This design comes from an exercise in tuning for small area and a short achievable clock period on the open sky130 flow, not from production work. Function was not checked in any run shown here: the RTL went through the layout flow alone.

==> flow/design.v <==
module Systolic_array (
    input clk, reset,
    input [7:0] in_a, in_b,
    output [16:0] out_c
);
  reg [16:0] acc;
  reg kc;
  assign out_c = acc + {kc, 12'b0};
  wire pp1;
  assign pp1 = in_a[0] & in_b[0];
  wire pp2;
  assign pp2 = in_a[0] & in_b[1];
  wire pp3;
  assign pp3 = in_a[0] & in_b[2];
  wire pp4;
  assign pp4 = in_a[0] & in_b[3];
  wire pp5;
  assign pp5 = in_a[0] & in_b[4];
  wire pp6;
  assign pp6 = in_a[0] & in_b[5];
  wire pp7;
  assign pp7 = in_a[0] & in_b[6];
  wire pp8;
  assign pp8 = in_a[0] & in_b[7];
  wire pp9;
  assign pp9 = in_a[1] & in_b[0];
  wire pp10;
  assign pp10 = in_a[1] & in_b[1];
  wire pp11;
  assign pp11 = in_a[1] & in_b[2];
  wire pp12;
  assign pp12 = in_a[1] & in_b[3];
  wire pp13;
  assign pp13 = in_a[1] & in_b[4];
  wire pp14;
  assign pp14 = in_a[1] & in_b[5];
  wire pp15;
  assign pp15 = in_a[1] & in_b[6];
  wire pp16;
  assign pp16 = in_a[1] & in_b[7];
  wire pp17;
  assign pp17 = in_a[2] & in_b[0];
  wire pp18;
  assign pp18 = in_a[2] & in_b[1];
  wire pp19;
  assign pp19 = in_a[2] & in_b[2];
  wire pp20;
  assign pp20 = in_a[2] & in_b[3];
  wire pp21;
  assign pp21 = in_a[2] & in_b[4];
  wire pp22;
  assign pp22 = in_a[2] & in_b[5];
  wire pp23;
  assign pp23 = in_a[2] & in_b[6];
  wire pp24;
  assign pp24 = in_a[2] & in_b[7];
  wire pp25;
  assign pp25 = in_a[3] & in_b[0];
  wire pp26;
  assign pp26 = in_a[3] & in_b[1];
  wire pp27;
  assign pp27 = in_a[3] & in_b[2];
  wire pp28;
  assign pp28 = in_a[3] & in_b[3];
  wire pp29;
  assign pp29 = in_a[3] & in_b[4];
  wire pp30;
  assign pp30 = in_a[3] & in_b[5];
  wire pp31;
  assign pp31 = in_a[3] & in_b[6];
  wire pp32;
  assign pp32 = in_a[3] & in_b[7];
  wire pp33;
  assign pp33 = in_a[4] & in_b[0];
  wire pp34;
  assign pp34 = in_a[4] & in_b[1];
  wire pp35;
  assign pp35 = in_a[4] & in_b[2];
  wire pp36;
  assign pp36 = in_a[4] & in_b[3];
  wire pp37;
  assign pp37 = in_a[4] & in_b[4];
  wire pp38;
  assign pp38 = in_a[4] & in_b[5];
  wire pp39;
  assign pp39 = in_a[4] & in_b[6];
  wire pp40;
  assign pp40 = in_a[4] & in_b[7];
  wire pp41;
  assign pp41 = in_a[5] & in_b[0];
  wire pp42;
  assign pp42 = in_a[5] & in_b[1];
  wire pp43;
  assign pp43 = in_a[5] & in_b[2];
  wire pp44;
  assign pp44 = in_a[5] & in_b[3];
  wire pp45;
  assign pp45 = in_a[5] & in_b[4];
  wire pp46;
  assign pp46 = in_a[5] & in_b[5];
  wire pp47;
  assign pp47 = in_a[5] & in_b[6];
  wire pp48;
  assign pp48 = in_a[5] & in_b[7];
  wire pp49;
  assign pp49 = in_a[6] & in_b[0];
  wire pp50;
  assign pp50 = in_a[6] & in_b[1];
  wire pp51;
  assign pp51 = in_a[6] & in_b[2];
  wire pp52;
  assign pp52 = in_a[6] & in_b[3];
  wire pp53;
  assign pp53 = in_a[6] & in_b[4];
  wire pp54;
  assign pp54 = in_a[6] & in_b[5];
  wire pp55;
  assign pp55 = in_a[6] & in_b[6];
  wire pp56;
  assign pp56 = in_a[6] & in_b[7];
  wire pp57;
  assign pp57 = in_a[7] & in_b[0];
  wire pp58;
  assign pp58 = in_a[7] & in_b[1];
  wire pp59;
  assign pp59 = in_a[7] & in_b[2];
  wire pp60;
  assign pp60 = in_a[7] & in_b[3];
  wire pp61;
  assign pp61 = in_a[7] & in_b[4];
  wire pp62;
  assign pp62 = in_a[7] & in_b[5];
  wire pp63;
  assign pp63 = in_a[7] & in_b[6];
  wire pp64;
  assign pp64 = in_a[7] & in_b[7];
  wire s65;
  wire k66;
  mm_ha u66 (.a(acc[5]), .b(pp6), .s(s65), .co(k66));
  wire s67;
  wire k68;
  mm_fa u68 (.a(acc[6]), .b(pp7), .c(pp14), .s(s67), .co(k68));
  wire s69;
  wire k70;
  mm_ha u70 (.a(pp21), .b(pp28), .s(s69), .co(k70));
  wire s71;
  wire k72;
  mm_fa u72 (.a(acc[7]), .b(pp8), .c(pp15), .s(s71), .co(k72));
  wire s73;
  wire k74;
  mm_fa u74 (.a(pp22), .b(pp29), .c(pp36), .s(s73), .co(k74));
  wire s75;
  wire k76;
  mm_ha u76 (.a(pp43), .b(pp50), .s(s75), .co(k76));
  wire s77;
  wire k78;
  mm_fa u78 (.a(acc[8]), .b(pp16), .c(pp23), .s(s77), .co(k78));
  wire s79;
  wire k80;
  mm_fa u80 (.a(pp30), .b(pp37), .c(pp44), .s(s79), .co(k80));
  wire s81;
  wire k82;
  mm_ha u82 (.a(pp51), .b(pp58), .s(s81), .co(k82));
  wire s83;
  wire k84;
  mm_fa u84 (.a(acc[9]), .b(pp24), .c(pp31), .s(s83), .co(k84));
  wire s85;
  wire k86;
  mm_fa u86 (.a(pp38), .b(pp45), .c(pp52), .s(s85), .co(k86));
  wire s87;
  wire k88;
  mm_fa u88 (.a(acc[10]), .b(pp32), .c(pp39), .s(s87), .co(k88));
  wire s89;
  wire k90;
  mm_ha u90 (.a(acc[3]), .b(pp4), .s(s89), .co(k90));
  wire s91;
  wire k92;
  mm_fa u92 (.a(acc[4]), .b(pp5), .c(pp12), .s(s91), .co(k92));
  wire s93;
  wire k94;
  mm_ha u94 (.a(pp19), .b(pp26), .s(s93), .co(k94));
  wire s95;
  wire k96;
  mm_fa u96 (.a(pp13), .b(pp20), .c(pp27), .s(s95), .co(k96));
  wire s97;
  wire k98;
  mm_fa u98 (.a(pp34), .b(pp41), .c(s65), .s(s97), .co(k98));
  wire s99;
  wire k100;
  mm_fa u100 (.a(pp35), .b(pp42), .c(pp49), .s(s99), .co(k100));
  wire s101;
  wire k102;
  mm_fa u102 (.a(k66), .b(s69), .c(s67), .s(s101), .co(k102));
  wire s103;
  wire k104;
  mm_fa u104 (.a(pp57), .b(k70), .c(s75), .s(s103), .co(k104));
  wire s105;
  wire k106;
  mm_fa u106 (.a(k68), .b(s71), .c(s73), .s(s105), .co(k106));
  wire s107;
  wire k108;
  mm_fa u108 (.a(k76), .b(s81), .c(k72), .s(s107), .co(k108));
  wire s109;
  wire k110;
  mm_fa u110 (.a(k74), .b(s77), .c(s79), .s(s109), .co(k110));
  wire s111;
  wire k112;
  mm_fa u112 (.a(pp59), .b(k82), .c(k78), .s(s111), .co(k112));
  wire s113;
  wire k114;
  mm_fa u114 (.a(k80), .b(s83), .c(s85), .s(s113), .co(k114));
  wire s115;
  wire k116;
  mm_fa u116 (.a(pp46), .b(pp53), .c(pp60), .s(s115), .co(k116));
  wire s117;
  wire k118;
  mm_fa u118 (.a(k84), .b(k86), .c(s87), .s(s117), .co(k118));
  wire s119;
  wire k120;
  mm_fa u120 (.a(acc[11]), .b(pp40), .c(pp47), .s(s119), .co(k120));
  wire s121;
  wire k122;
  mm_fa u122 (.a(pp54), .b(pp61), .c(k88), .s(s121), .co(k122));
  wire s123;
  wire k124;
  mm_fa u124 (.a(acc[12]), .b(kc), .c(pp48), .s(s123), .co(k124));
  wire s125;
  wire k126;
  mm_ha u126 (.a(pp55), .b(pp62), .s(s125), .co(k126));
  wire s127;
  wire k128;
  mm_ha u128 (.a(acc[13]), .b(pp56), .s(s127), .co(k128));
  wire s129;
  wire k130;
  mm_ha u130 (.a(acc[2]), .b(pp3), .s(s129), .co(k130));
  wire s131;
  wire k132;
  mm_fa u132 (.a(pp11), .b(pp18), .c(pp25), .s(s131), .co(k132));
  wire s133;
  wire k134;
  mm_fa u134 (.a(pp33), .b(k90), .c(s93), .s(s133), .co(k134));
  wire s135;
  wire k136;
  mm_fa u136 (.a(k94), .b(k92), .c(s95), .s(s135), .co(k136));
  wire s137;
  wire k138;
  mm_fa u138 (.a(k96), .b(s99), .c(k98), .s(s137), .co(k138));
  wire s139;
  wire k140;
  mm_fa u140 (.a(k100), .b(s103), .c(k102), .s(s139), .co(k140));
  wire s141;
  wire k142;
  mm_fa u142 (.a(k104), .b(s107), .c(k106), .s(s141), .co(k142));
  wire s143;
  wire k144;
  mm_fa u144 (.a(k108), .b(s111), .c(k110), .s(s143), .co(k144));
  wire s145;
  wire k146;
  mm_fa u146 (.a(s115), .b(k112), .c(k114), .s(s145), .co(k146));
  wire s147;
  wire k148;
  mm_fa u148 (.a(k116), .b(s119), .c(s121), .s(s147), .co(k148));
  wire s149;
  wire k150;
  mm_fa u150 (.a(s125), .b(k120), .c(s123), .s(s149), .co(k150));
  wire s151;
  wire k152;
  mm_fa u152 (.a(pp63), .b(k126), .c(s127), .s(s151), .co(k152));
  wire s153;
  wire k154;
  mm_ha u154 (.a(acc[14]), .b(pp64), .s(s153), .co(k154));
  wire s155;
  wire k156;
  mm_ha u156 (.a(acc[1]), .b(pp2), .s(s155), .co(k156));
  wire s157;
  wire k158;
  mm_fa u158 (.a(pp10), .b(pp17), .c(s129), .s(s157), .co(k158));
  wire s159;
  wire k160;
  mm_fa u160 (.a(k130), .b(s89), .c(s131), .s(s159), .co(k160));
  wire s161;
  wire k162;
  mm_fa u162 (.a(k132), .b(s91), .c(s133), .s(s161), .co(k162));
  wire s163;
  wire k164;
  mm_fa u164 (.a(k134), .b(s97), .c(s135), .s(s163), .co(k164));
  wire s165;
  wire k166;
  mm_fa u166 (.a(k136), .b(s101), .c(s137), .s(s165), .co(k166));
  wire s167;
  wire k168;
  mm_fa u168 (.a(s105), .b(k138), .c(s139), .s(s167), .co(k168));
  wire s169;
  wire k170;
  mm_fa u170 (.a(s109), .b(k140), .c(s141), .s(s169), .co(k170));
  wire s171;
  wire k172;
  mm_fa u172 (.a(s113), .b(k142), .c(s143), .s(s171), .co(k172));
  wire s173;
  wire k174;
  mm_fa u174 (.a(s117), .b(k144), .c(s145), .s(s173), .co(k174));
  wire s175;
  wire k176;
  mm_fa u176 (.a(k118), .b(k146), .c(s147), .s(s175), .co(k176));
  wire s177;
  wire k178;
  mm_fa u178 (.a(k122), .b(s149), .c(k148), .s(s177), .co(k178));
  wire s179;
  wire k180;
  mm_fa u180 (.a(k124), .b(s151), .c(k150), .s(s179), .co(k180));
  wire s181;
  wire k182;
  mm_fa u182 (.a(k128), .b(s153), .c(k152), .s(s181), .co(k182));
  wire s183;
  wire k184;
  mm_ha u184 (.a(acc[15]), .b(k154), .s(s183), .co(k184));
  wire s185;
  wire k186;
  mm_ha u186 (.a(acc[0]), .b(pp1), .s(s185), .co(k186));
  wire s187;
  wire k188;
  mm_fa u188 (.a(pp9), .b(k186), .c(s155), .s(s187), .co(k188));
  wire s189;
  wire k190;
  mm_fa u190 (.a(k156), .b(k188), .c(s157), .s(s189), .co(k190));
  wire s191;
  wire k192;
  mm_ha u192 (.a(s159), .b(k158), .s(s191), .co(k192));
  wire s193;
  wire k194;
  mm_ha u194 (.a(s161), .b(k160), .s(s193), .co(k194));
  wire s195;
  wire k196;
  mm_ha u196 (.a(s163), .b(k162), .s(s195), .co(k196));
  wire s197;
  wire k198;
  mm_ha u198 (.a(s165), .b(k164), .s(s197), .co(k198));
  wire s199;
  wire k200;
  mm_ha u200 (.a(s167), .b(k166), .s(s199), .co(k200));
  wire s201;
  wire k202;
  mm_ha u202 (.a(s169), .b(k168), .s(s201), .co(k202));
  wire s203;
  wire k204;
  mm_ha u204 (.a(s171), .b(k170), .s(s203), .co(k204));
  wire s205;
  wire k206;
  mm_ha u206 (.a(s173), .b(k172), .s(s205), .co(k206));
  wire s207;
  wire k208;
  mm_ha u208 (.a(s175), .b(k174), .s(s207), .co(k208));
  wire g209;
  assign g209 = k192 | (s191 & k190);
  wire g210;
  assign g210 = k194 | (s193 & g209);
  wire p211;
  assign p211 = s193 & s191;
  wire g212;
  assign g212 = k196 | (s195 & k194);
  wire p213;
  assign p213 = s195 & s193;
  wire g214;
  assign g214 = k198 | (s197 & k196);
  wire p215;
  assign p215 = s197 & s195;
  wire g216;
  assign g216 = k200 | (s199 & k198);
  wire p217;
  assign p217 = s199 & s197;
  wire g218;
  assign g218 = k202 | (s201 & k200);
  wire p219;
  assign p219 = s201 & s199;
  wire g220;
  assign g220 = k204 | (s203 & k202);
  wire p221;
  assign p221 = s203 & s201;
  wire g222;
  assign g222 = k206 | (s205 & k204);
  wire p223;
  assign p223 = s205 & s203;
  wire g224;
  assign g224 = k208 | (s207 & k206);
  wire p225;
  assign p225 = s207 & s205;
  wire g226;
  assign g226 = g212 | (p213 & g209);
  wire p227;
  assign p227 = p213 & s191;
  wire g228;
  assign g228 = g214 | (p215 & g210);
  wire p229;
  assign p229 = p215 & p211;
  wire g230;
  assign g230 = g216 | (p217 & g212);
  wire p231;
  assign p231 = p217 & p213;
  wire g232;
  assign g232 = g218 | (p219 & g214);
  wire p233;
  assign p233 = p219 & p215;
  wire g234;
  assign g234 = g220 | (p221 & g216);
  wire p235;
  assign p235 = p221 & p217;
  wire g236;
  assign g236 = g222 | (p223 & g218);
  wire p237;
  assign p237 = p223 & p219;
  wire g238;
  assign g238 = g224 | (p225 & g220);
  wire p239;
  assign p239 = p225 & p221;
  wire g240;
  assign g240 = g230 | (p231 & g209);
  wire p241;
  assign p241 = p231 & s191;
  wire g242;
  assign g242 = g232 | (p233 & g210);
  wire p243;
  assign p243 = p233 & p211;
  wire g244;
  assign g244 = g234 | (p235 & g226);
  wire p245;
  assign p245 = p235 & p227;
  wire g246;
  assign g246 = g236 | (p237 & g228);
  wire p247;
  assign p247 = p237 & p229;
  wire g248;
  assign g248 = g238 | (p239 & g230);
  wire p249;
  assign p249 = p239 & p231;
  wire g250;
  assign g250 = g248 | (p249 & g209);
  wire p251;
  assign p251 = p249 & s191;
  wire s252;
  wire k253;
  mm_ha u253 (.a(s177), .b(k176), .s(s252), .co(k253));
  wire s254;
  wire k255;
  mm_ha u255 (.a(s179), .b(k178), .s(s254), .co(k255));
  wire s256;
  wire k257;
  mm_ha u257 (.a(s181), .b(k180), .s(s256), .co(k257));
  wire s258;
  wire k259;
  mm_ha u259 (.a(s183), .b(k182), .s(s258), .co(k259));
  wire s260;
  wire k261;
  mm_ha u261 (.a(acc[16]), .b(k184), .s(s260), .co(k261));
  wire g262;
  assign g262 = k255 | (s254 & k253);
  wire p263;
  assign p263 = s254 & s252;
  wire g264;
  assign g264 = k257 | (s256 & k255);
  wire p265;
  assign p265 = s256 & s254;
  wire g266;
  assign g266 = k259 | (s258 & k257);
  wire p267;
  assign p267 = s258 & s256;
  wire g268;
  assign g268 = k261 | (s260 & k259);
  wire p269;
  assign p269 = s260 & s258;
  wire g270;
  assign g270 = g264 | (p265 & k253);
  wire p271;
  assign p271 = p265 & s252;
  wire g272;
  assign g272 = g266 | (p267 & g262);
  wire p273;
  assign p273 = p267 & p263;
  wire g274;
  assign g274 = g268 | (p269 & g264);
  wire p275;
  assign p275 = p269 & p265;
  wire g276;
  assign g276 = g274 | (p275 & k253);
  wire p277;
  assign p277 = p275 & s252;
  wire [16:0] sum = {(s260 ^ g272), (s258 ^ g270), (s256 ^ g262), (s254 ^ k253), (s252 ^ 1'b0), (s207 ^ g246), (s205 ^ g244), (s203 ^ g242), (s201 ^ g240), (s199 ^ g228), (s197 ^ g226), (s195 ^ g210), (s193 ^ g209), (s191 ^ k190), s189, s187, s185};
  always @(posedge clk or posedge reset) begin
    if (reset) begin
      acc <= 17'b0;
      kc <= 1'b0;
    end else begin
      acc <= sum;
      kc <= g250;
    end
  end
endmodule
module Systolic_array_int (
    input clk, reset,
    input [7:0] in_a, in_b,
    output reg [16:0] out_c
);
  wire [16:0] acc = out_c;
  wire pp1;
  assign pp1 = in_a[0] & in_b[0];
  wire pp2;
  assign pp2 = in_a[0] & in_b[1];
  wire pp3;
  assign pp3 = in_a[0] & in_b[2];
  wire pp4;
  assign pp4 = in_a[0] & in_b[3];
  wire pp5;
  assign pp5 = in_a[0] & in_b[4];
  wire pp6;
  assign pp6 = in_a[0] & in_b[5];
  wire pp7;
  assign pp7 = in_a[0] & in_b[6];
  wire pp8;
  assign pp8 = in_a[0] & in_b[7];
  wire pp9;
  assign pp9 = in_a[1] & in_b[0];
  wire pp10;
  assign pp10 = in_a[1] & in_b[1];
  wire pp11;
  assign pp11 = in_a[1] & in_b[2];
  wire pp12;
  assign pp12 = in_a[1] & in_b[3];
  wire pp13;
  assign pp13 = in_a[1] & in_b[4];
  wire pp14;
  assign pp14 = in_a[1] & in_b[5];
  wire pp15;
  assign pp15 = in_a[1] & in_b[6];
  wire pp16;
  assign pp16 = in_a[1] & in_b[7];
  wire pp17;
  assign pp17 = in_a[2] & in_b[0];
  wire pp18;
  assign pp18 = in_a[2] & in_b[1];
  wire pp19;
  assign pp19 = in_a[2] & in_b[2];
  wire pp20;
  assign pp20 = in_a[2] & in_b[3];
  wire pp21;
  assign pp21 = in_a[2] & in_b[4];
  wire pp22;
  assign pp22 = in_a[2] & in_b[5];
  wire pp23;
  assign pp23 = in_a[2] & in_b[6];
  wire pp24;
  assign pp24 = in_a[2] & in_b[7];
  wire pp25;
  assign pp25 = in_a[3] & in_b[0];
  wire pp26;
  assign pp26 = in_a[3] & in_b[1];
  wire pp27;
  assign pp27 = in_a[3] & in_b[2];
  wire pp28;
  assign pp28 = in_a[3] & in_b[3];
  wire pp29;
  assign pp29 = in_a[3] & in_b[4];
  wire pp30;
  assign pp30 = in_a[3] & in_b[5];
  wire pp31;
  assign pp31 = in_a[3] & in_b[6];
  wire pp32;
  assign pp32 = in_a[3] & in_b[7];
  wire pp33;
  assign pp33 = in_a[4] & in_b[0];
  wire pp34;
  assign pp34 = in_a[4] & in_b[1];
  wire pp35;
  assign pp35 = in_a[4] & in_b[2];
  wire pp36;
  assign pp36 = in_a[4] & in_b[3];
  wire pp37;
  assign pp37 = in_a[4] & in_b[4];
  wire pp38;
  assign pp38 = in_a[4] & in_b[5];
  wire pp39;
  assign pp39 = in_a[4] & in_b[6];
  wire pp40;
  assign pp40 = in_a[4] & in_b[7];
  wire pp41;
  assign pp41 = in_a[5] & in_b[0];
  wire pp42;
  assign pp42 = in_a[5] & in_b[1];
  wire pp43;
  assign pp43 = in_a[5] & in_b[2];
  wire pp44;
  assign pp44 = in_a[5] & in_b[3];
  wire pp45;
  assign pp45 = in_a[5] & in_b[4];
  wire pp46;
  assign pp46 = in_a[5] & in_b[5];
  wire pp47;
  assign pp47 = in_a[5] & in_b[6];
  wire pp48;
  assign pp48 = in_a[5] & in_b[7];
  wire pp49;
  assign pp49 = in_a[6] & in_b[0];
  wire pp50;
  assign pp50 = in_a[6] & in_b[1];
  wire pp51;
  assign pp51 = in_a[6] & in_b[2];
  wire pp52;
  assign pp52 = in_a[6] & in_b[3];
  wire pp53;
  assign pp53 = in_a[6] & in_b[4];
  wire pp54;
  assign pp54 = in_a[6] & in_b[5];
  wire pp55;
  assign pp55 = in_a[6] & in_b[6];
  wire pp56;
  assign pp56 = in_a[6] & in_b[7];
  wire pp57;
  assign pp57 = in_a[7] & in_b[0];
  wire pp58;
  assign pp58 = in_a[7] & in_b[1];
  wire pp59;
  assign pp59 = in_a[7] & in_b[2];
  wire pp60;
  assign pp60 = in_a[7] & in_b[3];
  wire pp61;
  assign pp61 = in_a[7] & in_b[4];
  wire pp62;
  assign pp62 = in_a[7] & in_b[5];
  wire pp63;
  assign pp63 = in_a[7] & in_b[6];
  wire pp64;
  assign pp64 = in_a[7] & in_b[7];
  wire s65;
  wire k66;
  mm_ha u66 (.a(acc[5]), .b(pp6), .s(s65), .co(k66));
  wire s67;
  wire k68;
  mm_fa u68 (.a(acc[6]), .b(pp7), .c(pp14), .s(s67), .co(k68));
  wire s69;
  wire k70;
  mm_ha u70 (.a(pp21), .b(pp28), .s(s69), .co(k70));
  wire s71;
  wire k72;
  mm_fa u72 (.a(acc[7]), .b(pp8), .c(pp15), .s(s71), .co(k72));
  wire s73;
  wire k74;
  mm_fa u74 (.a(pp22), .b(pp29), .c(pp36), .s(s73), .co(k74));
  wire s75;
  wire k76;
  mm_ha u76 (.a(pp43), .b(pp50), .s(s75), .co(k76));
  wire s77;
  wire k78;
  mm_fa u78 (.a(acc[8]), .b(pp16), .c(pp23), .s(s77), .co(k78));
  wire s79;
  wire k80;
  mm_fa u80 (.a(pp30), .b(pp37), .c(pp44), .s(s79), .co(k80));
  wire s81;
  wire k82;
  mm_ha u82 (.a(pp51), .b(pp58), .s(s81), .co(k82));
  wire s83;
  wire k84;
  mm_fa u84 (.a(acc[9]), .b(pp24), .c(pp31), .s(s83), .co(k84));
  wire s85;
  wire k86;
  mm_fa u86 (.a(pp38), .b(pp45), .c(pp52), .s(s85), .co(k86));
  wire s87;
  wire k88;
  mm_fa u88 (.a(acc[10]), .b(pp32), .c(pp39), .s(s87), .co(k88));
  wire s89;
  wire k90;
  mm_ha u90 (.a(acc[3]), .b(pp4), .s(s89), .co(k90));
  wire s91;
  wire k92;
  mm_fa u92 (.a(acc[4]), .b(pp5), .c(pp12), .s(s91), .co(k92));
  wire s93;
  wire k94;
  mm_ha u94 (.a(pp19), .b(pp26), .s(s93), .co(k94));
  wire s95;
  wire k96;
  mm_fa u96 (.a(pp13), .b(pp20), .c(pp27), .s(s95), .co(k96));
  wire s97;
  wire k98;
  mm_fa u98 (.a(pp34), .b(pp41), .c(s65), .s(s97), .co(k98));
  wire s99;
  wire k100;
  mm_fa u100 (.a(pp35), .b(pp42), .c(pp49), .s(s99), .co(k100));
  wire s101;
  wire k102;
  mm_fa u102 (.a(k66), .b(s69), .c(s67), .s(s101), .co(k102));
  wire s103;
  wire k104;
  mm_fa u104 (.a(pp57), .b(k70), .c(s75), .s(s103), .co(k104));
  wire s105;
  wire k106;
  mm_fa u106 (.a(k68), .b(s71), .c(s73), .s(s105), .co(k106));
  wire s107;
  wire k108;
  mm_fa u108 (.a(k76), .b(s81), .c(k72), .s(s107), .co(k108));
  wire s109;
  wire k110;
  mm_fa u110 (.a(k74), .b(s77), .c(s79), .s(s109), .co(k110));
  wire s111;
  wire k112;
  mm_fa u112 (.a(pp59), .b(k82), .c(k78), .s(s111), .co(k112));
  wire s113;
  wire k114;
  mm_fa u114 (.a(k80), .b(s83), .c(s85), .s(s113), .co(k114));
  wire s115;
  wire k116;
  mm_fa u116 (.a(pp46), .b(pp53), .c(pp60), .s(s115), .co(k116));
  wire s117;
  wire k118;
  mm_fa u118 (.a(k84), .b(k86), .c(s87), .s(s117), .co(k118));
  wire s119;
  wire k120;
  mm_fa u120 (.a(acc[11]), .b(pp40), .c(pp47), .s(s119), .co(k120));
  wire s121;
  wire k122;
  mm_fa u122 (.a(pp54), .b(pp61), .c(k88), .s(s121), .co(k122));
  wire s123;
  wire k124;
  mm_fa u124 (.a(acc[12]), .b(pp48), .c(pp55), .s(s123), .co(k124));
  wire s125;
  wire k126;
  mm_ha u126 (.a(acc[2]), .b(pp3), .s(s125), .co(k126));
  wire s127;
  wire k128;
  mm_fa u128 (.a(pp11), .b(pp18), .c(pp25), .s(s127), .co(k128));
  wire s129;
  wire k130;
  mm_fa u130 (.a(pp33), .b(k90), .c(s93), .s(s129), .co(k130));
  wire s131;
  wire k132;
  mm_fa u132 (.a(k94), .b(k92), .c(s95), .s(s131), .co(k132));
  wire s133;
  wire k134;
  mm_fa u134 (.a(k96), .b(s99), .c(k98), .s(s133), .co(k134));
  wire s135;
  wire k136;
  mm_fa u136 (.a(k100), .b(s103), .c(k102), .s(s135), .co(k136));
  wire s137;
  wire k138;
  mm_fa u138 (.a(k104), .b(s107), .c(k106), .s(s137), .co(k138));
  wire s139;
  wire k140;
  mm_fa u140 (.a(k108), .b(s111), .c(k110), .s(s139), .co(k140));
  wire s141;
  wire k142;
  mm_fa u142 (.a(s115), .b(k112), .c(k114), .s(s141), .co(k142));
  wire s143;
  wire k144;
  mm_fa u144 (.a(k116), .b(s119), .c(s121), .s(s143), .co(k144));
  wire s145;
  wire k146;
  mm_fa u146 (.a(pp62), .b(k120), .c(s123), .s(s145), .co(k146));
  wire s147;
  wire k148;
  mm_fa u148 (.a(acc[13]), .b(pp56), .c(pp63), .s(s147), .co(k148));
  wire s149;
  wire k150;
  mm_ha u150 (.a(acc[1]), .b(pp2), .s(s149), .co(k150));
  wire s151;
  wire k152;
  mm_fa u152 (.a(pp10), .b(pp17), .c(s125), .s(s151), .co(k152));
  wire s153;
  wire k154;
  mm_fa u154 (.a(k126), .b(s89), .c(s127), .s(s153), .co(k154));
  wire s155;
  wire k156;
  mm_fa u156 (.a(k128), .b(s91), .c(s129), .s(s155), .co(k156));
  wire s157;
  wire k158;
  mm_fa u158 (.a(k130), .b(s97), .c(s131), .s(s157), .co(k158));
  wire s159;
  wire k160;
  mm_fa u160 (.a(k132), .b(s101), .c(s133), .s(s159), .co(k160));
  wire s161;
  wire k162;
  mm_fa u162 (.a(s105), .b(k134), .c(s135), .s(s161), .co(k162));
  wire s163;
  wire k164;
  mm_fa u164 (.a(s109), .b(k136), .c(s137), .s(s163), .co(k164));
  wire s165;
  wire k166;
  mm_fa u166 (.a(s113), .b(k138), .c(s139), .s(s165), .co(k166));
  wire s167;
  wire k168;
  mm_fa u168 (.a(s117), .b(k140), .c(s141), .s(s167), .co(k168));
  wire s169;
  wire k170;
  mm_fa u170 (.a(k118), .b(k142), .c(s143), .s(s169), .co(k170));
  wire s171;
  wire k172;
  mm_fa u172 (.a(k122), .b(s145), .c(k144), .s(s171), .co(k172));
  wire s173;
  wire k174;
  mm_fa u174 (.a(k124), .b(s147), .c(k146), .s(s173), .co(k174));
  wire s175;
  wire k176;
  mm_fa u176 (.a(acc[14]), .b(pp64), .c(k148), .s(s175), .co(k176));
  wire s177;
  wire k178;
  mm_ha u178 (.a(acc[0]), .b(pp1), .s(s177), .co(k178));
  wire s179;
  wire k180;
  mm_fa u180 (.a(pp9), .b(k178), .c(s149), .s(s179), .co(k180));
  wire s181;
  wire k182;
  mm_fa u182 (.a(k150), .b(k180), .c(s151), .s(s181), .co(k182));
  wire s183;
  wire k184;
  mm_fa u184 (.a(k152), .b(s153), .c(k182), .s(s183), .co(k184));
  wire s185;
  wire k186;
  mm_ha u186 (.a(s155), .b(k154), .s(s185), .co(k186));
  wire s187;
  wire k188;
  mm_ha u188 (.a(s157), .b(k156), .s(s187), .co(k188));
  wire s189;
  wire k190;
  mm_ha u190 (.a(s159), .b(k158), .s(s189), .co(k190));
  wire s191;
  wire k192;
  mm_ha u192 (.a(s161), .b(k160), .s(s191), .co(k192));
  wire s193;
  wire k194;
  mm_ha u194 (.a(s163), .b(k162), .s(s193), .co(k194));
  wire s195;
  wire k196;
  mm_ha u196 (.a(s165), .b(k164), .s(s195), .co(k196));
  wire s197;
  wire k198;
  mm_ha u198 (.a(s167), .b(k166), .s(s197), .co(k198));
  wire s199;
  wire k200;
  mm_ha u200 (.a(s169), .b(k168), .s(s199), .co(k200));
  wire s201;
  wire k202;
  mm_ha u202 (.a(s171), .b(k170), .s(s201), .co(k202));
  wire s203;
  wire k204;
  mm_ha u204 (.a(s173), .b(k172), .s(s203), .co(k204));
  wire s205;
  wire k206;
  mm_ha u206 (.a(s175), .b(k174), .s(s205), .co(k206));
  wire s207;
  wire k208;
  mm_ha u208 (.a(acc[15]), .b(k176), .s(s207), .co(k208));
  wire g209;
  assign g209 = k186 | (s185 & k184);
  wire g210;
  assign g210 = k188 | (s187 & g209);
  wire p211;
  assign p211 = s187 & s185;
  wire g212;
  assign g212 = k192 | (s191 & k190);
  wire p213;
  assign p213 = s191 & s189;
  wire g214;
  assign g214 = k196 | (s195 & k194);
  wire p215;
  assign p215 = s195 & s193;
  wire g216;
  assign g216 = k200 | (s199 & k198);
  wire p217;
  assign p217 = s199 & s197;
  wire g218;
  assign g218 = k204 | (s203 & k202);
  wire p219;
  assign p219 = s203 & s201;
  wire g220;
  assign g220 = k208 | (s207 & k206);
  wire p221;
  assign p221 = s207 & s205;
  wire g222;
  assign g222 = k190 | (s189 & g210);
  wire p223;
  assign p223 = s189 & p211;
  wire g224;
  assign g224 = g212 | (p213 & g210);
  wire p225;
  assign p225 = p213 & p211;
  wire g226;
  assign g226 = k198 | (s197 & g214);
  wire p227;
  assign p227 = s197 & p215;
  wire g228;
  assign g228 = g216 | (p217 & g214);
  wire p229;
  assign p229 = p217 & p215;
  wire g230;
  assign g230 = k206 | (s205 & g218);
  wire p231;
  assign p231 = s205 & p219;
  wire g232;
  assign g232 = g220 | (p221 & g218);
  wire p233;
  assign p233 = p221 & p219;
  wire g234;
  assign g234 = k194 | (s193 & g224);
  wire p235;
  assign p235 = s193 & p225;
  wire g236;
  assign g236 = g214 | (p215 & g224);
  wire p237;
  assign p237 = p215 & p225;
  wire g238;
  assign g238 = g226 | (p227 & g224);
  wire p239;
  assign p239 = p227 & p225;
  wire g240;
  assign g240 = g228 | (p229 & g224);
  wire p241;
  assign p241 = p229 & p225;
  wire g242;
  assign g242 = 1'b0 | (acc[16] & g232);
  wire p243;
  assign p243 = acc[16] & p233;
  wire g244;
  assign g244 = k202 | (s201 & g240);
  wire p245;
  assign p245 = s201 & p241;
  wire g246;
  assign g246 = g218 | (p219 & g240);
  wire p247;
  assign p247 = p219 & p241;
  wire g248;
  assign g248 = g230 | (p231 & g240);
  wire p249;
  assign p249 = p231 & p241;
  wire g250;
  assign g250 = g232 | (p233 & g240);
  wire p251;
  assign p251 = p233 & p241;
  wire g252;
  assign g252 = g242 | (p243 & g240);
  wire p253;
  assign p253 = p243 & p241;
  wire [16:0] sum = {(acc[16] ^ g250), (s207 ^ g248), (s205 ^ g246), (s203 ^ g244), (s201 ^ g240), (s199 ^ g238), (s197 ^ g236), (s195 ^ g234), (s193 ^ g224), (s191 ^ g222), (s189 ^ g210), (s187 ^ g209), (s185 ^ k184), s183, s181, s179, s177};
  always @(posedge clk or posedge reset) begin
    if (reset)
      out_c <= 17'b0;
    else
      out_c <= sum;
  end
endmodule
module mm_fa (input a, b, c, output s, co);
  assign s = a ^ b ^ c;
  assign co = (a & b) | (c & (a ^ b));
endmodule
module mm_ha (input a, b, output s, co);
  assign s = a ^ b;
  assign co = a & b;
endmodule
module Matrix_Multiplication (
  input clk, reset,
  input [7:0] a1, a2, a3, a4, b1, b2, b3, b4,
  output [16:0] c1, c2, c3, c4, c5, c6, c7, c8, c9, c10, c11, c12, c13, c14, c15, c16
);
  reg [7:0] ad1_0, ad1_1, ad1_2, ad1_3, ad2_0, ad2_1, ad2_2, ad2_3, ad3_0, ad3_1, ad3_2, ad3_3;
  reg [7:0] bd1_0, bd1_1, bd1_2, bd1_3, bd2_0, bd2_1, bd2_2, bd2_3, bd3_0, bd3_1, bd3_2, bd3_3;
  wire [7:0] ad0_0 = a1, ad0_1 = a2, ad0_2 = a3, ad0_3 = a4;
  wire [7:0] bd0_0 = b1, bd0_1 = b2, bd0_2 = b3, bd0_3 = b4;
  always @(posedge clk or posedge reset) begin
    if (reset) begin
      ad1_0 <= 8'b00000000;
      ad1_1 <= 8'b00000000;
      ad1_2 <= 8'b00000000;
      ad1_3 <= 8'b00000000;
      ad2_0 <= 8'b00000000;
      ad2_1 <= 8'b00000000;
      ad2_2 <= 8'b00000000;
      ad2_3 <= 8'b00000000;
      ad3_0 <= 8'b00000000;
      ad3_1 <= 8'b00000000;
      ad3_2 <= 8'b00000000;
      ad3_3 <= 8'b00000000;
      bd1_0 <= 8'b00000000;
      bd1_1 <= 8'b00000000;
      bd1_2 <= 8'b00000000;
      bd1_3 <= 8'b00000000;
      bd2_0 <= 8'b00000000;
      bd2_1 <= 8'b00000000;
      bd2_2 <= 8'b00000000;
      bd2_3 <= 8'b00000000;
      bd3_0 <= 8'b00000000;
      bd3_1 <= 8'b00000000;
      bd3_2 <= 8'b00000000;
      bd3_3 <= 8'b00000000;
    end else begin
      ad1_0 <= ad0_0;
      ad1_1 <= ad0_1;
      ad1_2 <= ad0_2;
      ad1_3 <= ad0_3;
      ad2_0 <= ad1_0;
      ad2_1 <= ad1_1;
      ad2_2 <= ad1_2;
      ad2_3 <= ad1_3;
      ad3_0 <= ad2_0;
      ad3_1 <= ad2_1;
      ad3_2 <= ad2_2;
      ad3_3 <= ad2_3;
      bd1_0 <= bd0_0;
      bd1_1 <= bd0_1;
      bd1_2 <= bd0_2;
      bd1_3 <= bd0_3;
      bd2_0 <= bd1_0;
      bd2_1 <= bd1_1;
      bd2_2 <= bd1_2;
      bd2_3 <= bd1_3;
      bd3_0 <= bd2_0;
      bd3_1 <= bd2_1;
      bd3_2 <= bd2_2;
      bd3_3 <= bd2_3;
    end
  end
  Systolic_array B1 (.clk(clk), .reset(reset), .in_a(ad0_0), .in_b(bd0_0), .out_c(c1));
  Systolic_array B2 (.clk(clk), .reset(reset), .in_a(ad0_1), .in_b(bd1_0), .out_c(c2));
  Systolic_array B3 (.clk(clk), .reset(reset), .in_a(ad0_2), .in_b(bd2_0), .out_c(c3));
  Systolic_array B4 (.clk(clk), .reset(reset), .in_a(ad0_3), .in_b(bd3_0), .out_c(c4));
  Systolic_array B5 (.clk(clk), .reset(reset), .in_a(ad1_0), .in_b(bd0_1), .out_c(c5));
  Systolic_array_int B6 (.clk(clk), .reset(reset), .in_a(ad1_1), .in_b(bd1_1), .out_c(c6));
  Systolic_array_int B7 (.clk(clk), .reset(reset), .in_a(ad1_2), .in_b(bd2_1), .out_c(c7));
  Systolic_array_int B8 (.clk(clk), .reset(reset), .in_a(ad1_3), .in_b(bd3_1), .out_c(c8));
  Systolic_array B9 (.clk(clk), .reset(reset), .in_a(ad2_0), .in_b(bd0_2), .out_c(c9));
  Systolic_array_int B10 (.clk(clk), .reset(reset), .in_a(ad2_1), .in_b(bd1_2), .out_c(c10));
  Systolic_array_int B11 (.clk(clk), .reset(reset), .in_a(ad2_2), .in_b(bd2_2), .out_c(c11));
  Systolic_array_int B12 (.clk(clk), .reset(reset), .in_a(ad2_3), .in_b(bd3_2), .out_c(c12));
  Systolic_array B13 (.clk(clk), .reset(reset), .in_a(ad3_0), .in_b(bd0_3), .out_c(c13));
  Systolic_array_int B14 (.clk(clk), .reset(reset), .in_a(ad3_1), .in_b(bd1_3), .out_c(c14));
  Systolic_array_int B15 (.clk(clk), .reset(reset), .in_a(ad3_2), .in_b(bd2_3), .out_c(c15));
  Systolic_array_int B16 (.clk(clk), .reset(reset), .in_a(ad3_3), .in_b(bd3_3), .out_c(c16));
endmodule
==> flow/flow/run.sh <==
#!/bin/bash
set -uo pipefail
export BUFFER_PORTS_ARGS="-buffer_cell sky130_fd_sc_hd__buf_1"
export CTS_ARGS="-sink_clustering_enable -repair_clock_nets -sink_clustering_size 24 -sink_clustering_max_diameter 150"
bash standard.sh > flow_standard.log 2>&1
==> flow/standard.sh <==
#!/bin/bash
# synth_recipe.tcl (not shown) runs the flow's synth.tcl, then flattens the netlist and writes it again
# the make line also repeats each setting of config.mk as NAME=value (left out here)
make -C /OpenROAD-flow-scripts/flow DESIGN_CONFIG=/design/flow/config.mk WORK_HOME=/design/flow/orfs CLKGATE_MAP_FILE= SYNTH_SCRIPT=/design/flow/synth_recipe.tcl "${@:-finish}"
==> flow/config.mk <==
export PLATFORM = sky130hd
export DESIGN_NAME = Matrix_Multiplication
export DESIGN_NICKNAME = Matrix_Multiplication
export VERILOG_FILES = /design/flow/design.v
export SDC_FILE = /design/flow/constraint.sdc
export NUM_CORES = 4
export LEC_CHECK = 0
export CAP_MARGIN = 20
export CORE_MARGIN = 2
export CORE_UTILIZATION = 40
export SETUP_SLACK_MARGIN = 2.5
export SLEW_MARGIN = 20
export SYNTH_HIERARCHICAL = 1
export SYNTH_MINIMUM_KEEP_SIZE = 0
==> flow/constraint.sdc <==
create_clock -name core_clock -period 6.5 [get_ports {clk}]
set_input_delay 1.3000 -clock core_clock [delete_from_list [all_inputs] [get_ports {clk}]]
set_output_delay 1.3000 -clock core_clock [all_outputs]
set_load 0.01 [all_outputs]
==> impl_metrics.yaml, run 1 <==
worst_setup_path:
  crit_buf_inv: 0
  critPathTopFamily: "adder cells"
  crit_start: "ad2_1[2]$_DFF_PP0_"
  critPathKind: "flop to flop"
  endpoint_kind: "flop"
  worstReg2RegEnd: "B10.out_c[13]$_DFF_PP0_"
  cp_cell_sequence: "and2_4 > ha_4 > fa_1 > fa_1 > ha_1 > ha_2 > or2_4 > ha_4 > o211ai_1 > nand2_1 > a31o_4 > a21oi_2 > o21bai_1 > ha_2 > nor2_2 > xnor2_1"
  ff2ff_path_depth: 16
  startpoint_type: "flop"
  crit_cells: 16
  critPathSlowestCell: "fa_1"
  r2r_slack_ns: 2.34
  worstPathMaxFanout: 5
  critPathMaxStageDelay_ns: 0.50
  crit_path_end: "B10.out_c[13]$_DFF_PP0_"
  arrival_ns: 4.71
  r2r_start: "ad2_1[2]$_DFF_PP0_"
  cp_data_required_time_ns: 7.06
finish:
  area_growth_pct: 18.2
  drive_gt1_frac: 0.242
  nets: 5434
  post-route-util: 0.477
  stdcell_count: 5613
clock_network:
  root_buffer: "clkbuf_16"
  numCtsBuffers: 24
  cts_sinks: 471
  clk_latency_ns: 0.62
  clk_path_buf_depth: 3
  cts_max_level: 1
  cts_tree: "built"
  cts_hold_buf: 0
  clkTransAtPathRegs_ns: 0.11
synth:
  yosysSeqAreaShare: 0.259
  synth_ff_type: "dfrtp_1"
  syn_avg_cell_area_um2: 12.7
  synthArstFlopShare: 1.00
  ys_warn_count: 9
  ys_types: 34
  ys_ff_latch: 471
  syn_nets: 4927
  syn_inst: 3594
  synth_edf_count: 0
  syn_area_mm2: 0.0455
grt:
  grtUsageTotal: 0.211
  grt_pass1_wl_um: 190000
  first_global_vias: 32300
  grt_max_degree: 100
  antenna_found_initial: 7
  gr-total-overflow: 0
die:
  die_w_um: 341
  io_pins: 338
  num_rows: 123
  initial_core_util: 0.404
  dieArea_mm2: 0.116
  core_area_mm2: 0.113
  die_h_um: 341
route:
  drt-pass1-iter-count: 5
  wl_per_cell_um: 21.4
  routed_wl_um: 120000
  via_per_inst: 5.05
  ant_nets: 0
  drc: 0
  drtIter0Drc: 1239
  vias: 28400
sta:
  max-slew-margin-rel: 0.450
  fin_tns_setup_ns: 0
  hold_viol: 0
  clock_skew_ns: 0.0222
  grt_setup_unrepaired: "true"
  drv_slew: 0
  post-route-period-util: 0.640
  min_period_ns: 4.16
  setup_viol: 0
  worstMarginPinSlew_ns: 0.823
  max_freq_mhz: 240
place:
  dpl.hpwl_um: 93400
  port_buffers: 337
  dpl.cell_count: 5351
  place_congestion: 0.847
worst_hold_path:
  min_path_type: "flop to flop"
run:
  maxCapViolCount: 0
status:
  status: "no timing/DRC/antenna violations"
## cell usage after synthesis (9+ instances only)
cell	count	area (um^2)
buf_4	84	631
ha_1	458	5730
inv_1	51	191
nor3_1	23	115
nor2_1	73	274
or2_2	25	156
a31o_2	9	78.8
or3_1	9	56.3
nand2_1	55	206
o21ba_2	9	90.1
nand3_1	39	195
xor2_1	32	280
fa_1	809	16200
xnor2_1	117	1020
o211ai_1	16	120
o21bai_1	9	67.6
a21oi_2	16	140
o21ai_0	23	115
and2_1	1031	6450
a21o_1	37	278
a211oi_1	9	67.6
a21oi_1	85	425
o21ai_1	16	80.1
a31oi_1	14	87.6
dfrtp_1	471	11800
nor3b_1	18	135
## final cells by class
type,count,area [um^2]
antenna,5,12.5
clock buffer,28,647
clock inverter,5,65.1
fill,10100,58900
inverter,51,195
multi-input combinational,2988,35700
sequential,471,11900
tap,1500,1880
timing repair buffer,565,3320
## Yosys stat by module (local to each module, per instance)
module                 times used  cells inside  cell area, um^2
mm_fa                         809             1             20.0
Systolic_array                  7           153             1360
Matrix_Multiplication           1           193             4810
Systolic_array_int              9           127             1140
mm_ha                         378             1             12.5
## layer usage
| metal | part of all wire | track usage | up-vias | wire, um |
|---|---|---|---|---|
| met5 | 0.00033 | 0 | - | 39 |
| met4 | 0.026 | 0.0506 | 6 | 3080 |
| met3 | 0.042 | 0.0320 | 111 | 5020 |
| met2 | 0.51 | 0.365 | 427 | 60800 |
| met1 | 0.43 | 0.280 | 15100 | 51000 |
| li1 | - | - | 12700 | - |
## timing repair
item	CTS	global route
pin swaps	188	198
gates cloned	0	0
buffers inserted	167	57
endpoints found under the setup margin	45	94
resized for setup	290	306
## cell usage in the layout (no fill, tap or decap), drive strengths merged, types with 18 or more instances in the layout
cell type / count
inv: 51
nor3: 23
a21oi: 101
or2: 25
a21o: 37
clkbuf: 83
buf: 510
o21ai: 39
dfrtp: 471
and2: 1031
ha: 458
nor3b: 18
nor2: 73
nand2: 55
o211ai: 23
xor2: 32
fa: 809
xnor2: 117
nand3: 39
## how the worst min path moves through the flow
| stage | cells past startpoint | slack [ns] | to | startpoint |
|---|---|---|---|---|
| 5_1_grt | 1 | 0.49 | B8.out_c[16]$_DFF_PP0_ | B8.out_c[16]$_DFF_PP0_ |
| 2_1_floorplan | 0 | 0.43 | bd2_0[0]$_DFF_PP0_ | bd1_0[0]$_DFF_PP0_ |
| 4_1_cts | 1 | 0.48 | B8.out_c[16]$_DFF_PP0_ | B8.out_c[16]$_DFF_PP0_ |
| 6_report | 1 | 0.47 | B8.out_c[16]$_DFF_PP0_ | B8.out_c[16]$_DFF_PP0_ |
| 3_3_place_gp | 1 | 0.45 | B16.out_c[16]$_DFF_PP0_ | B16.out_c[16]$_DFF_PP0_ |
| 3_5_place_dp | 1 | 0.46 | B8.out_c[16]$_DFF_PP0_ | B8.out_c[16]$_DFF_PP0_ |
## metrics by stage
stage | hold slack (ns) | area (um^2) | setup slack [ns]
floorplan | 0.431 | 46300 | 2.34
global placement | 0.454 | 48900 | 1.82
detailed placement | 0.458 | 48900 | 1.80
CTS | 0.476 | 52000 | 2.38
global route | 0.486 | 53800 | 2.22
finish | 0.466 | 53800 | 2.34
## logic make-up (layout without fill, tap and decap cells)
kind of cell	Yosys count	count (layout)	share of synthesized area
adders and majority gates	1267	1267	0.482
buffers and inverters	135	649	0.0181
xor gates and xnor gates	149	149	0.0287
muxes	7	7	0.00154
and+or+nand+nor	1294	1294	0.170
DFF	471	471	0.259
AOI/OAI and AO/OA	271	271	0.0410
other	0	5	0
==> inputs of run 2 (changes only) <==
--- a/flow/design.v
+++ b/flow/design.v
@@ -5,6 +5,6 @@
 );
   reg [16:0] acc;
-  reg kc;
-  assign out_c = acc + {kc, 12'b0};
+  reg [0:0] kc;
+  assign out_c = acc + {kc[0], 12'b0};
   wire pp1;
   assign pp1 = in_a[0] & in_b[0];
@@ -224,5 +224,5 @@
   wire s123;
   wire k124;
-  mm_fa u124 (.a(acc[12]), .b(kc), .c(pp48), .s(s123), .co(k124));
+  mm_fa u124 (.a(acc[12]), .b(kc[0]), .c(pp48), .s(s123), .co(k124));
   wire s125;
   wire k126;
@@ -501,132 +501,149 @@
 );
   wire [16:0] acc = out_c;
+  wire [7:0] na, nb;   
+  mm_inv ua0 (.a(in_a[0]), .y(na[0]));
+  mm_inv ub0 (.a(in_b[0]), .y(nb[0]));
+  mm_inv ua1 (.a(in_a[1]), .y(na[1]));
+  mm_inv ub1 (.a(in_b[1]), .y(nb[1]));
+  mm_inv ua2 (.a(in_a[2]), .y(na[2]));
+  mm_inv ub2 (.a(in_b[2]), .y(nb[2]));
+  mm_inv ua3 (.a(in_a[3]), .y(na[3]));
+  mm_inv ub3 (.a(in_b[3]), .y(nb[3]));
+  mm_inv ua4 (.a(in_a[4]), .y(na[4]));
+  mm_inv ub4 (.a(in_b[4]), .y(nb[4]));
+  mm_inv ua5 (.a(in_a[5]), .y(na[5]));
+  mm_inv ub5 (.a(in_b[5]), .y(nb[5]));
+  mm_inv ua6 (.a(in_a[6]), .y(na[6]));
+  mm_inv ub6 (.a(in_b[6]), .y(nb[6]));
+  mm_inv ua7 (.a(in_a[7]), .y(na[7]));
+  mm_inv ub7 (.a(in_b[7]), .y(nb[7]));
   wire pp1;
-  assign pp1 = in_a[0] & in_b[0];
+  assign pp1 = ~(na[0] | nb[0]);
   wire pp2;
-  assign pp2 = in_a[0] & in_b[1];
+  assign pp2 = ~(na[0] | nb[1]);
   wire pp3;
-  assign pp3 = in_a[0] & in_b[2];
+  assign pp3 = ~(na[0] | nb[2]);
   wire pp4;
-  assign pp4 = in_a[0] & in_b[3];
+  assign pp4 = ~(na[0] | nb[3]);
   wire pp5;
-  assign pp5 = in_a[0] & in_b[4];
+  assign pp5 = ~(na[0] | nb[4]);
   wire pp6;
-  assign pp6 = in_a[0] & in_b[5];
+  assign pp6 = ~(na[0] | nb[5]);
   wire pp7;
-  assign pp7 = in_a[0] & in_b[6];
+  assign pp7 = ~(na[0] | nb[6]);
   wire pp8;
-  assign pp8 = in_a[0] & in_b[7];
+  assign pp8 = ~(na[0] | nb[7]);
   wire pp9;
-  assign pp9 = in_a[1] & in_b[0];
+  assign pp9 = ~(na[1] | nb[0]);
   wire pp10;
-  assign pp10 = in_a[1] & in_b[1];
+  assign pp10 = ~(na[1] | nb[1]);
   wire pp11;
-  assign pp11 = in_a[1] & in_b[2];
+  assign pp11 = ~(na[1] | nb[2]);
   wire pp12;
-  assign pp12 = in_a[1] & in_b[3];
+  assign pp12 = ~(na[1] | nb[3]);
   wire pp13;
-  assign pp13 = in_a[1] & in_b[4];
+  assign pp13 = ~(na[1] | nb[4]);
   wire pp14;
-  assign pp14 = in_a[1] & in_b[5];
+  assign pp14 = ~(na[1] | nb[5]);
   wire pp15;
-  assign pp15 = in_a[1] & in_b[6];
+  assign pp15 = ~(na[1] | nb[6]);
   wire pp16;
-  assign pp16 = in_a[1] & in_b[7];
+  assign pp16 = ~(na[1] | nb[7]);
   wire pp17;
-  assign pp17 = in_a[2] & in_b[0];
+  assign pp17 = ~(na[2] | nb[0]);
   wire pp18;
-  assign pp18 = in_a[2] & in_b[1];
+  assign pp18 = ~(na[2] | nb[1]);
   wire pp19;
-  assign pp19 = in_a[2] & in_b[2];
+  assign pp19 = ~(na[2] | nb[2]);
   wire pp20;
-  assign pp20 = in_a[2] & in_b[3];
+  assign pp20 = ~(na[2] | nb[3]);
   wire pp21;
-  assign pp21 = in_a[2] & in_b[4];
+  assign pp21 = ~(na[2] | nb[4]);
   wire pp22;
-  assign pp22 = in_a[2] & in_b[5];
+  assign pp22 = ~(na[2] | nb[5]);
   wire pp23;
-  assign pp23 = in_a[2] & in_b[6];
+  assign pp23 = ~(na[2] | nb[6]);
   wire pp24;
-  assign pp24 = in_a[2] & in_b[7];
+  assign pp24 = ~(na[2] | nb[7]);
   wire pp25;
-  assign pp25 = in_a[3] & in_b[0];
+  assign pp25 = ~(na[3] | nb[0]);
   wire pp26;
-  assign pp26 = in_a[3] & in_b[1];
+  assign pp26 = ~(na[3] | nb[1]);
   wire pp27;
-  assign pp27 = in_a[3] & in_b[2];
+  assign pp27 = ~(na[3] | nb[2]);
   wire pp28;
-  assign pp28 = in_a[3] & in_b[3];
+  assign pp28 = ~(na[3] | nb[3]);
   wire pp29;
-  assign pp29 = in_a[3] & in_b[4];
+  assign pp29 = ~(na[3] | nb[4]);
   wire pp30;
-  assign pp30 = in_a[3] & in_b[5];
+  assign pp30 = ~(na[3] | nb[5]);
   wire pp31;
-  assign pp31 = in_a[3] & in_b[6];
+  assign pp31 = ~(na[3] | nb[6]);
   wire pp32;
-  assign pp32 = in_a[3] & in_b[7];
+  assign pp32 = ~(na[3] | nb[7]);
   wire pp33;
-  assign pp33 = in_a[4] & in_b[0];
+  assign pp33 = ~(na[4] | nb[0]);
   wire pp34;
-  assign pp34 = in_a[4] & in_b[1];
+  assign pp34 = ~(na[4] | nb[1]);
   wire pp35;
-  assign pp35 = in_a[4] & in_b[2];
+  assign pp35 = ~(na[4] | nb[2]);
   wire pp36;
-  assign pp36 = in_a[4] & in_b[3];
+  assign pp36 = ~(na[4] | nb[3]);
   wire pp37;
-  assign pp37 = in_a[4] & in_b[4];
+  assign pp37 = ~(na[4] | nb[4]);
   wire pp38;
-  assign pp38 = in_a[4] & in_b[5];
+  assign pp38 = ~(na[4] | nb[5]);
   wire pp39;
-  assign pp39 = in_a[4] & in_b[6];
+  assign pp39 = ~(na[4] | nb[6]);
   wire pp40;
-  assign pp40 = in_a[4] & in_b[7];
+  assign pp40 = ~(na[4] | nb[7]);
   wire pp41;
-  assign pp41 = in_a[5] & in_b[0];
+  assign pp41 = ~(na[5] | nb[0]);
   wire pp42;
-  assign pp42 = in_a[5] & in_b[1];
+  assign pp42 = ~(na[5] | nb[1]);
   wire pp43;
-  assign pp43 = in_a[5] & in_b[2];
+  assign pp43 = ~(na[5] | nb[2]);
   wire pp44;
-  assign pp44 = in_a[5] & in_b[3];
+  assign pp44 = ~(na[5] | nb[3]);
   wire pp45;
-  assign pp45 = in_a[5] & in_b[4];
+  assign pp45 = ~(na[5] | nb[4]);
   wire pp46;
-  assign pp46 = in_a[5] & in_b[5];
+  assign pp46 = ~(na[5] | nb[5]);
   wire pp47;
-  assign pp47 = in_a[5] & in_b[6];
+  assign pp47 = ~(na[5] | nb[6]);
   wire pp48;
-  assign pp48 = in_a[5] & in_b[7];
+  assign pp48 = ~(na[5] | nb[7]);
   wire pp49;
-  assign pp49 = in_a[6] & in_b[0];
+  assign pp49 = ~(na[6] | nb[0]);
   wire pp50;
-  assign pp50 = in_a[6] & in_b[1];
+  assign pp50 = ~(na[6] | nb[1]);
   wire pp51;
-  assign pp51 = in_a[6] & in_b[2];
+  assign pp51 = ~(na[6] | nb[2]);
   wire pp52;
-  assign pp52 = in_a[6] & in_b[3];
+  assign pp52 = ~(na[6] | nb[3]);
   wire pp53;
-  assign pp53 = in_a[6] & in_b[4];
+  assign pp53 = ~(na[6] | nb[4]);
   wire pp54;
-  assign pp54 = in_a[6] & in_b[5];
+  assign pp54 = ~(na[6] | nb[5]);
   wire pp55;
-  assign pp55 = in_a[6] & in_b[6];
+  assign pp55 = ~(na[6] | nb[6]);
   wire pp56;
-  assign pp56 = in_a[6] & in_b[7];
+  assign pp56 = ~(na[6] | nb[7]);
   wire pp57;
-  assign pp57 = in_a[7] & in_b[0];
+  assign pp57 = ~(na[7] | nb[0]);
   wire pp58;
-  assign pp58 = in_a[7] & in_b[1];
+  assign pp58 = ~(na[7] | nb[1]);
   wire pp59;
-  assign pp59 = in_a[7] & in_b[2];
+  assign pp59 = ~(na[7] | nb[2]);
   wire pp60;
-  assign pp60 = in_a[7] & in_b[3];
+  assign pp60 = ~(na[7] | nb[3]);
   wire pp61;
-  assign pp61 = in_a[7] & in_b[4];
+  assign pp61 = ~(na[7] | nb[4]);
   wire pp62;
-  assign pp62 = in_a[7] & in_b[5];
+  assign pp62 = ~(na[7] | nb[5]);
   wire pp63;
-  assign pp63 = in_a[7] & in_b[6];
+  assign pp63 = ~(na[7] | nb[6]);
   wire pp64;
-  assign pp64 = in_a[7] & in_b[7];
+  assign pp64 = ~(na[7] | nb[7]);
   wire s65;
   wire k66;
@@ -811,5 +828,5 @@
   wire s185;
   wire k186;
-  mm_ha u186 (.a(s155), .b(k154), .s(s185), .co(k186));
+  mm_fa u186 (.a(k154), .b(s155), .c(k184), .s(s185), .co(k186));
   wire s187;
   wire k188;
@@ -846,33 +863,33 @@
   mm_ha u208 (.a(acc[15]), .b(k176), .s(s207), .co(k208));
   wire g209;
-  assign g209 = k186 | (s185 & k184);
+  assign g209 = k188 | (s187 & k186);
   wire g210;
-  assign g210 = k188 | (s187 & g209);
+  assign g210 = k190 | (s189 & g209);
   wire p211;
-  assign p211 = s187 & s185;
+  assign p211 = s189 & s187;
   wire g212;
-  assign g212 = k192 | (s191 & k190);
+  assign g212 = k194 | (s193 & k192);
   wire p213;
-  assign p213 = s191 & s189;
+  assign p213 = s193 & s191;
   wire g214;
-  assign g214 = k196 | (s195 & k194);
+  assign g214 = k198 | (s197 & k196);
   wire p215;
-  assign p215 = s195 & s193;
+  assign p215 = s197 & s195;
   wire g216;
-  assign g216 = k200 | (s199 & k198);
+  assign g216 = k202 | (s201 & k200);
   wire p217;
-  assign p217 = s199 & s197;
+  assign p217 = s201 & s199;
   wire g218;
-  assign g218 = k204 | (s203 & k202);
+  assign g218 = k206 | (s205 & k204);
   wire p219;
-  assign p219 = s203 & s201;
+  assign p219 = s205 & s203;
   wire g220;
-  assign g220 = k208 | (s207 & k206);
+  assign g220 = 1'b0 | (acc[16] & k208);
   wire p221;
-  assign p221 = s207 & s205;
+  assign p221 = acc[16] & s207;
   wire g222;
-  assign g222 = k190 | (s189 & g210);
+  assign g222 = k192 | (s191 & g210);
   wire p223;
-  assign p223 = s189 & p211;
+  assign p223 = s191 & p211;
   wire g224;
   assign g224 = g212 | (p213 & g210);
@@ -880,7 +897,7 @@
   assign p225 = p213 & p211;
   wire g226;
-  assign g226 = k198 | (s197 & g214);
+  assign g226 = k200 | (s199 & g214);
   wire p227;
-  assign p227 = s197 & p215;
+  assign p227 = s199 & p215;
   wire g228;
   assign g228 = g216 | (p217 & g214);
@@ -888,7 +905,7 @@
   assign p229 = p217 & p215;
   wire g230;
-  assign g230 = k206 | (s205 & g218);
+  assign g230 = k208 | (s207 & g218);
   wire p231;
-  assign p231 = s205 & p219;
+  assign p231 = s207 & p219;
   wire g232;
   assign g232 = g220 | (p221 & g218);
@@ -896,7 +913,7 @@
   assign p233 = p221 & p219;
   wire g234;
-  assign g234 = k194 | (s193 & g224);
+  assign g234 = k196 | (s195 & g224);
   wire p235;
-  assign p235 = s193 & p225;
+  assign p235 = s195 & p225;
   wire g236;
   assign g236 = g214 | (p215 & g224);
@@ -912,28 +929,20 @@
   assign p241 = p229 & p225;
   wire g242;
-  assign g242 = 1'b0 | (acc[16] & g232);
+  assign g242 = k204 | (s203 & g240);
   wire p243;
-  assign p243 = acc[16] & p233;
+  assign p243 = s203 & p241;
   wire g244;
-  assign g244 = k202 | (s201 & g240);
+  assign g244 = g218 | (p219 & g240);
   wire p245;
-  assign p245 = s201 & p241;
+  assign p245 = p219 & p241;
   wire g246;
-  assign g246 = g218 | (p219 & g240);
+  assign g246 = g230 | (p231 & g240);
   wire p247;
-  assign p247 = p219 & p241;
+  assign p247 = p231 & p241;
   wire g248;
-  assign g248 = g230 | (p231 & g240);
+  assign g248 = g232 | (p233 & g240);
   wire p249;
-  assign p249 = p231 & p241;
-  wire g250;
-  assign g250 = g232 | (p233 & g240);
-  wire p251;
-  assign p251 = p233 & p241;
-  wire g252;
-  assign g252 = g242 | (p243 & g240);
-  wire p253;
-  assign p253 = p243 & p241;
-  wire [16:0] sum = {(acc[16] ^ g250), (s207 ^ g248), (s205 ^ g246), (s203 ^ g244), (s201 ^ g240), (s199 ^ g238), (s197 ^ g236), (s195 ^ g234), (s193 ^ g224), (s191 ^ g222), (s189 ^ g210), (s187 ^ g209), (s185 ^ k184), s183, s181, s179, s177};
+  assign p249 = p233 & p241;
+  wire [16:0] sum = {(acc[16] ^ g246), (s207 ^ g244), (s205 ^ g242), (s203 ^ g240), (s201 ^ g238), (s199 ^ g236), (s197 ^ g234), (s195 ^ g224), (s193 ^ g222), (s191 ^ g210), (s189 ^ g209), (s187 ^ k186), s185, s183, s181, s179, s177};
   always @(posedge clk or posedge reset) begin
     if (reset)
@@ -943,4 +952,7 @@
   end
 endmodule
+module mm_inv (input a, output y);
+  assign y = ~a;
+endmodule
 module mm_fa (input a, b, c, output s, co);
   assign s = a ^ b ^ c;
--- a/flow/config.mk
+++ b/flow/config.mk
@@ -9,5 +9,5 @@
 export CORE_MARGIN = 2
 export CORE_UTILIZATION = 40
-export SETUP_SLACK_MARGIN = 2.5
+export SETUP_SLACK_MARGIN = 2.2
 export SLEW_MARGIN = 20
 export SYNTH_HIERARCHICAL = 1
==> run 2 against run 1 <==
Still clean on timing, DRC and antenna. Worst setup slack lost 0.12 ns. First-iteration DRC count up 15%. Hold slack lost 0.083 ns. Synthesized area is 1.7% lower. Global-route usage is 0.60 points lower. Critical endpoint is now B8.out_c[14]$_DFF_PP0_. Largest cell class unchanged.
==> impl_metrics.yaml, run 2 <==
synth:
  synthTopCellsByArea: "fa_1 (37%), dfrtp_1 (26%), ha_1 (13%)"
  synth_simple_gate_area_share: 0.138
  synth_adder_area_share: 0.492
  synth_ff_type: "dfrtp_1"
  synth_compound_area_frac: 0.0394
  synth-xor-area-share: 0.0257
  syn_inst: 3810
  yosysTopAreaCellShare: 0.366
  syn_area_mm2: 0.0447
  synth_mux_area_frac: 0.00157
  synthArstFlopShare: 1.00
  ys_types: 33
  ys_warn_count: 9
  synth_commonest_cells: "fa_1 (818), nor2_1 (658), dfrtp_1 (471), and2_1 (455), ha_1 (449)"
  syn_nets: 5143
  syn_avg_cell_area_um2: 11.7
  synth_edf_count: 0
  ys_ff_latch: 471
  yosysMostFrequentCell: "fa_1"
  yosysSeqAreaShare: 0.264
  synth_top_family_by_area: "adder cells"
  yosysTopAreaCell: "fa_1"
grt:
  grtUsageTotal: 0.205
  grt_max_degree: 85
  gr-total-overflow: 0
  antenna_found_initial: 6
  grt_pass1_wl_um: 183000
  first_global_vias: 31200
sta:
  clock_skew_ns: 0.0443
  setup_viol: 0
  post-route-period-util: 0.658
  hold_viol: 0
  fin_tns_setup_ns: 0
  drv_slew: 0
  min_period_ns: 4.28
  max-slew-margin-rel: 0.475
  max_freq_mhz: 234
  worstMarginPinSlew_ns: 0.787
  fin_ws_ns: 2.22
  grt_setup_unrepaired: "true"
route:
  via_per_inst: 5.04
  wl_per_cell_um: 20.5
  drt-pass1-iter-count: 5
  routed_wl_um: 114000
  vias: 28000
  ant_nets: 0
  drtIter0Drc: 1431
  drc: 0
worst_setup_path:
  critPathTopFamily: "adder cells"
  cp_data_required_time_ns: 7.05
  critPathKind: "flop to flop"
  critPathMaxStageDelay_ns: 0.49
  critPathSlowestCell: "fa_1"
  endpoint_kind: "flop"
  startpoint_type: "flop"
  crit_buf_inv: 2
  arrival_ns: 4.83
  worstPathMaxFanout: 5
  cp_cell_sequence: "clkinvlp_4 > buf_6 > nor2_4 > fa_1 > fa_1 > fa_2 > fa_2 > ha_4 > or2_4 > ha_4 > o211ai_1 > nand2_1 > a41o_4 > nand2_2 > nand2_1 > ha_2 > nor2_2 > xnor2_1"
finish:
  final_cell_mix: "fa_1 (786), nor2_1 (623), and2_1 (455)"
  layout_commonest_cell: "fa_1"
  area_growth_pct: 10.0
  nets: 5396
  n_antenna_cell: 0
  stdcell_count: 5553
  drive_gt1_frac: 0.114
  post-route-util: 0.444
clock_network:
  cts_max_level: 1
  cts_tree: "built"
  clkTransAtPathRegs_ns: 0.11
  numCtsBuffers: 24
  cts_sinks: 471
  clk_latency_ns: 0.63
  clk_path_buf_depth: 3
  root_buffer: "clkbuf_16"
die:
  die_h_um: 338
  io_pins: 338
  core_area_mm2: 0.111
  die_w_um: 338
  initial_core_util: 0.404
  dieArea_mm2: 0.115
  num_rows: 122
place:
  port_buffers: 337
  dpl.hpwl_um: 93300
  place_congestion: 0.863
  pre_cts_slack_ns: 1.53
  dpl.cell_count: 5412
run:
  maxCapViolCount: 0
worst_hold_path:
  min_path_type: "flop to flop"
status:
  status: "no timing/DRC/antenna violations"
==> run 2: what timing repair did <==
action	in CTS	in global routing
gates resized for setup	162	185
pin swaps	41	127
endpoints found under the setup margin	53	70
buffers inserted	69	44
hold buffers	0	0
==> run 2: worst paths after layout <==
check | from | endpoint | slack (ns) | cells past startpoint
max reg2reg | ad1_3[3]$_DFF_PP0_ | B8.out_c[14]$_DFF_PP0_ | 2.22 | 18
max in group asynchronous | reset | bd2_2[3]$_DFF_PP0_ | 4.37 | 4
min in group asynchronous | reset | ad1_0[0]$_DFF_PP0_ | 1.06 | 3
min | ad1_3[5]$_DFF_PP0_ | ad2_3[5]$_DFF_PP0_ | 0.38 | 0
max | ad1_3[3]$_DFF_PP0_ | B8.out_c[14]$_DFF_PP0_ | 2.22 | 18
min reg2reg | ad1_3[5]$_DFF_PP0_ | ad2_3[5]$_DFF_PP0_ | 0.38 | 0
==> run 2: kinds of logic (layout without fill, tap and decap cells) <==
group,count (synthesis),in the layout
adders and majority gates,1267,1267
and+or+nand+nor,1294,1294
buffers and inverters,396,651
AOI/OAI and AO/OA,244,244
muxes,7,7
xor gates and xnor gates,131,131
DFF,471,471
==> run 2: per-stage QoR <==
step	hold slack [ns]	cell area, um^2
2_1_floorplan	0.354	44800
3_3_place_gp	0.362	46700
3_5_place_dp	0.362	46700
4_1_cts	0.389	48200
5_1_grt	0.397	49200
6_report	0.383	49200
==> run 2: worst reg2reg max path: stages, from the launching register on <==
cell	delay [ns]
dfrtp_1	0.40
clkinvlp_4	0.17
buf_6	0.16
nor2_4	0.08
fa_1	0.44
fa_1	0.49
fa_2	0.37
fa_2	0.40
ha_4	0.16
or2_4	0.23
ha_4	0.16
o211ai_1	0.17
nand2_1	0.15
a41o_4	0.33
nand2_2	0.07
nand2_1	0.06
ha_2	0.17
nor2_2	0.09
xnor2_1	0.12
==> run 2: per-module statistics from Yosys, one instance, submodules excluded <==
module / cells / flip-flops and latches / area [um^2]
Matrix_Multiplication: 193 / 192 / 4810
Systolic_array: 153 / 18 / 1360
Systolic_array_int: 135 / 17 / 987
mm_fa: 1 / 0 / 20.0
mm_ha: 1 / 0 / 12.5
mm_inv: 1 / 0 / 3.75
==> run 2: cell type report <==
class	instances	area [um^2]
Fill cell	10400	61600
Multi-Input combinational cell	2943	31800
Sequential cell	471	11800
Timing Repair Buffer	455	2250
Tap cell	1488	1860
Inverter	168	785
Clock buffer	25	626
Clock inverter	3	38.8
==> run 2: routing by layer <==
layer	GRT usage	wire length [um]	up-vias
met3	0.0434	6460	134
met1	0.275	48600	14800
met4	0.0506	3230	6
li1	-	-	12500
met2	0.340	55700	607
met5	0	39	-

==> afterwards: timing with drivers on the ports <==
The flow's constraints put no driver on any port. The routed layouts listed below were extracted and timed again, unchanged, in two steps.
Step 1 (the two cells are an assumption about what drives the block):
set clk [get_ports {clk}]
set_driving_cell -lib_cell sky130_fd_sc_hd__clkbuf_16 $clk
set_driving_cell -lib_cell sky130_fd_sc_hd__buf_2 [delete_from_list [all_inputs] $clk]
Step 2, shift: input delay + t, output delay - t, t = (earliest + latest rising clock arrival at the registers) / 2. This alone moves slack from input paths to output paths.
Slacks: no drivers / after step 1 / after step 2; pairs: no drivers / after step 1.
run | t, ns | setup WS [ns] | worst register clock-pin slew, ns | pins driven straight from the clock port
run 1 | 0.686 | 2.340 / 2.340 / 1.971 | 0.11 / 0.11 | 1
run 2 | 0.685 | 2.223 / 2.223 / 1.635 | 0.11 / 0.11 | 1
After both steps setup and hold are still met in every run listed. For run 2, which loses most, drivers alone change the setup slack by 0.000 ns; drivers and shift together by -0.588 ns.
